What follows belongs to an exercise in optimizing a design on an open flow for small area; a production flow would make more cautious choices.
Only simulation tests tie the RTL to the original design; equivalence was not proved.
Power figures rest on the tool's default switching activity, not on a simulated workload.

==> flow/design.v (excerpt) <==
module copter_soc (
    input  wire       clk,
    input  wire       rstn,          
    input  wire       spi_sck,
    input  wire       spi_mosi,
    input  wire       spi_cs,        
    output wire       spi_miso,
    input  wire [5:0] pwm_in,
    output wire [6:0] led,
    output wire       busy
);
clock: 8.0 ns
lec_check: 0
cap_margin: 20
core_margin: 2
core_utilization: 75
cts_buf_list: sky130_fd_sc_hd__clkbuf_8
cts_cluster_diameter: 50
cts_cluster_size: 18
slew_margin: 20
standard.sh (not shown) runs the stock make flow with config.mk's settings and CLKGATE_MAP_FILE= SYNTH_SCRIPT=/design/flow/synth_recipe.tcl, a recipe that flattens the netlist after the stock synthesis.
==> flow/flow/run.sh <==
#!/bin/bash
# Layout flow: the standard ORFS flow (standard.sh) with two changes:
#  - clock tree synthesis without dummy loads, clustered onto clkbuf_8 leaves;
#  - input and output ports buffered with the smallest buffer.
# Each tool's output goes to a log of its own in this folder.
set -euo pipefail
export CTS_ARGS="-sink_clustering_enable -repair_clock_nets -sink_clustering_size 18 -sink_clustering_max_diameter 50 -buf_list sky130_fd_sc_hd__clkbuf_8 -dont_use_dummy_load"
export BUFFER_PORTS_ARGS="-buffer_cell sky130_fd_sc_hd__buf_1"
bash standard.sh > orfs_make.log 2>&1
Rerun with:
--- a/flow/design.v
+++ b/flow/design.v
@@ -24,23 +24,23 @@
         ctr_inc[i] = ctr[i] ^ c;
         c = c & ctr[i];
     end
 end
 assign code = val;
 always @(posedge clk)
     if (~rstn | stop)
         val <= {cnt[11] | ~rstn, cnt[10] | (on & sig) | ~rstn, cnt[9:0]};
-always @(posedge clk)
-    on <= ~fin & ~stop & (on | sig);
 always @(posedge clk) begin
     if (!rstn) begin
         sig <= 1'b0;
+        on  <= 1'b0;
         ctr <= 19'd0;
     end else begin
+        on  <= ~fin & ~stop & (on | sig);
         sig <= pwm;
         if (fin | (~on & sig))
             ctr <= 19'd0;
         else if (stop)
             ctr <= {2'b11, ctr_inc[16:0]};
         else
             ctr <= ctr_inc;
     end
@@ -97,24 +97,26 @@
     mosi_q    <= spi_mosi;
     ss_q      <= spi_cs;
     if (ss_q | rx_done)
         sh <= fifo_q;
     else if (sck_rise)
         sh <= {sh[6:0], mosi_q};
     if (rx_done)
         rx_byte <= {sh[6:0], mosi_q};
-    rx_valid <= rx_done;
-    if (ss_q)
-        bit_ct <= 3'd0;
-    else if (sck_rise)
-        bit_ct <= inc16({13'd0, bit_ct});
     if (!rstn) begin
+        rx_valid <= 1'b0;
+        bit_ct   <= 3'd0;
         miso_q   <= 1'b1;
     end else begin
+        rx_valid <= rx_done;
+        if (ss_q)
+            bit_ct <= 3'd0;
+        else if (sck_rise)
+            bit_ct <= inc16({13'd0, bit_ct});
         if (ss_q | sck_fall)
             miso_q <= sh[7];
     end
 end
 assign spi_miso = miso_q;
 reg rd_fifo, rd_pend;
 reg fifo_empty;
 always @(posedge clk) begin
The changed run ran to the end with no violations.
Global-route usage falls by 1.1 points.
Maximum frequency rises by 2.1%.
Wire length decreases by 3.3%.
Final area barely changes.
Total power went down by 7.5%.

* * *

Another version of the RTL of copter_soc (not shown whole).
For scale: about 1600 cells after synthesis, roughly 480 flip-flops, ~20 I/O pins, ~0.021 mm² of cells after synthesis.
clock: 8.0 ns
lec_check: 0
cap_margin: 20
core_margin: 2
core_utilization: 75
cts_buf_list: sky130_fd_sc_hd__clkbuf_8
cts_cluster_diameter: 50
cts_cluster_size: 18
slew_margin: 20
Scripts as last shown in full above: flow/flow/run.sh
The first run completed without violations.
==> next run, changes <==
--- a/flow/design.v
+++ b/flow/design.v
@@ -180,22 +180,23 @@
 reg  [2:0]  st;
 reg  [15:0] ptr;         
 reg  [2:0]  cnt;         
 reg         hz, ho;      
 reg  [5:0]  u6;          
 reg  [7:0]  alo;         
 reg  [11:0] sd;
+reg         tready;      
 reg         ack;         
 reg         oready;         
 reg         tv;          
 reg  [7:0]  td;
 reg  [31:0] led_r;
 reg  [2:0]  os_r;        
 wire [11:0] pv0, pv1, pv2, pv3, pv4, pv5;
-wire       in_v    = rx_valid & (oready | (st == S_W1));
+wire       in_v    = rx_valid & tready;
 wire [7:0] in_d    = rx_byte;
 wire       out_rdy = ~fifo_full;
 wire       is_hdr = (st == S_HR) | (st == S_HW);
 wire       stb    = (st == S_R1) | (st == S_W2);
 wire       we     = (st == S_W2);
 wire       hi_zero = hz & (u6 == 6'd0);
 wire       sel_led = hi_zero & (alo[7:6] == 2'b00);
@@ -281,45 +282,61 @@
 wire early = out_rdy | (~tv & (~ov | ~tv_int));
 wire [15:0] a_inc16 = inc16({2'd0, u6, alo});
 wire [13:0] a_inc = a_inc16[13:0];
 wire        a_cy  = &{u6, alo};
 always @(posedge clk) begin
     if (!rstn) begin
         st     <= S_IDLE;
+        tready <= 1'b0;
         ack    <= 1'b0;
     end else begin
         ack    <= first & hi_zero & ~(sel_os & we);
+        tready <= 1'b0;
         case (st)
             S_IDLE: begin
+                tready <= early;
                 if (in_v & (in_d == 8'hA1))
                     st <= S_HR;
                 else if (in_v & (in_d == 8'hA2))
                     st <= S_HW;
             end
             S_HR, S_HW: begin
-                if (in_v & (cnt == 3'd0))
-                    st <= (st == S_HW) ? S_W1 : S_R1;
+                tready <= early;
+                if (in_v & (cnt == 3'd0)) begin
+                    if (st == S_HW) begin
+                        st <= S_W1;
+                    end else begin
+                        tready <= 1'b0;
+                        st <= S_R1;
+                    end
+                end
             end
             S_R1: if (bus_done) st <= S_R2;
             S_R2: if (oready) begin
-                if (ptr == 16'd1)
+                if (ptr == 16'd1) begin
+                    tready <= early;
                     st <= S_IDLE;
-                else if (cnt[1:0] == 2'd3) begin
+                end else if (cnt[1:0] == 2'd3) begin
                     st <= S_R1;
                 end
             end
             S_W1: begin
-                if (in_v & ((cnt[1:0] == 2'd3) | (ptr == 16'd1)))
+                tready <= 1'b1;
+                if (in_v & ((cnt[1:0] == 2'd3) | (ptr == 16'd1))) begin
+                    tready <= 1'b0;
                     st <= S_W2;
+                end
             end
             S_W2: if (bus_done) begin
-                if (ptr == 16'd0)
+                if (ptr == 16'd0) begin
+                    tready <= early;
                     st <= S_IDLE;
-                else
+                end else begin
                     st <= S_W1;
+                end
             end
             default: st <= S_IDLE;
         endcase
     end
 end
 always @(posedge clk) begin
     case (st)
@@ -402,18 +419,16 @@
     end
 end
 wire led_set  = (alo[1] == alo[0]);
 wire led_tog  = ~alo[1] & alo[0];
 wire led_clrm = alo[1] & ~alo[0];
 wire led_w0   = first & sel_led & we;
 wire led_w1   = (st == S_W1) & in_v & sel_led;
-wire led_zero = ~rstn |
-                (st == S_HW) & in_v & (cnt == 3'd0) & sel_led & led_set |
-                (st == S_W2) & bus_done & (ptr != 16'd0) &
-                ((sel_led & ~(&alo[5:0]) & alo[1]) | (ho & (&u6) & (&alo)));
+wire led_zero = ~rstn | (sel_led & led_set &
+                ((st == S_HW) & in_v & (cnt == 3'd0) | (st == S_W1) & ~tready));
 genvar gk, gj;
 generate
     for (gj = 0; gj < 8; gj = gj + 1) begin : g_lane0
         wire q  = led_r[gj];
         wire en = ~rstn | (led_w0 & (led_set | sd[gj]));
         wire dv = rstn & (led_set ? sd[gj] : (led_tog & ~q));
         always @(posedge clk)
What happened: Via count rose slightly. Die area barely changes. Cell count went up slightly. Global-route usage grows by 0.92 points. Critical path depth stays the same. Power fell by a few percent. Worst setup slack is worse by 74 ps. Area after synthesis hardly moves. Wire length climbs slightly. Count of clock-buffer cells in the layout is unchanged. Clock power hardly moves. Synthesized cell count climbs slightly. Hold slack got worse by 11 ps. Fmax is lower slightly.

re-timing with driven ports:
The results above use ideal ports. As a check the final layouts listed here were re-extracted and re-timed, cells and wires unchanged. Step 1 sets driving cells, clkbuf_16 on the clock port and buf_2 on the other inputs (assumed; they add their load-dependent delay and slew). Step 2, shift: input delay + t, output delay - t, t = (earliest + latest rising clock arrival at the registers) / 2. This alone moves slack from input paths to output paths. a / b / c = no drivers / after step 1 / after step 2; a / b = the first two.
run | t (ns) | setup WS [ns] | hold WS [ns] | worst setup path after step 2 | slew at the worst register clock pin (ns)
the first run of note 1 | 0.593 | 3.746 / 3.746 / 3.746 | 0.354 / 0.354 / 0.354 | register to register | 0.11 / 0.11
the second run of note 1 | 0.599 | 3.834 / 3.834 / 3.834 | 0.379 / 0.379 / 0.379 | register to register | 0.11 / 0.11
the first run of note 2 | 0.606 | 3.817 / 3.817 / 3.817 | 0.373 / 0.373 / 0.373 | register to register | 0.11 / 0.11
the second run of note 2 | 0.599 | 3.743 / 3.743 / 3.743 | 0.362 / 0.362 / 0.362 | register to register | 0.11 / 0.11
After both steps setup and hold are still met in every run listed.
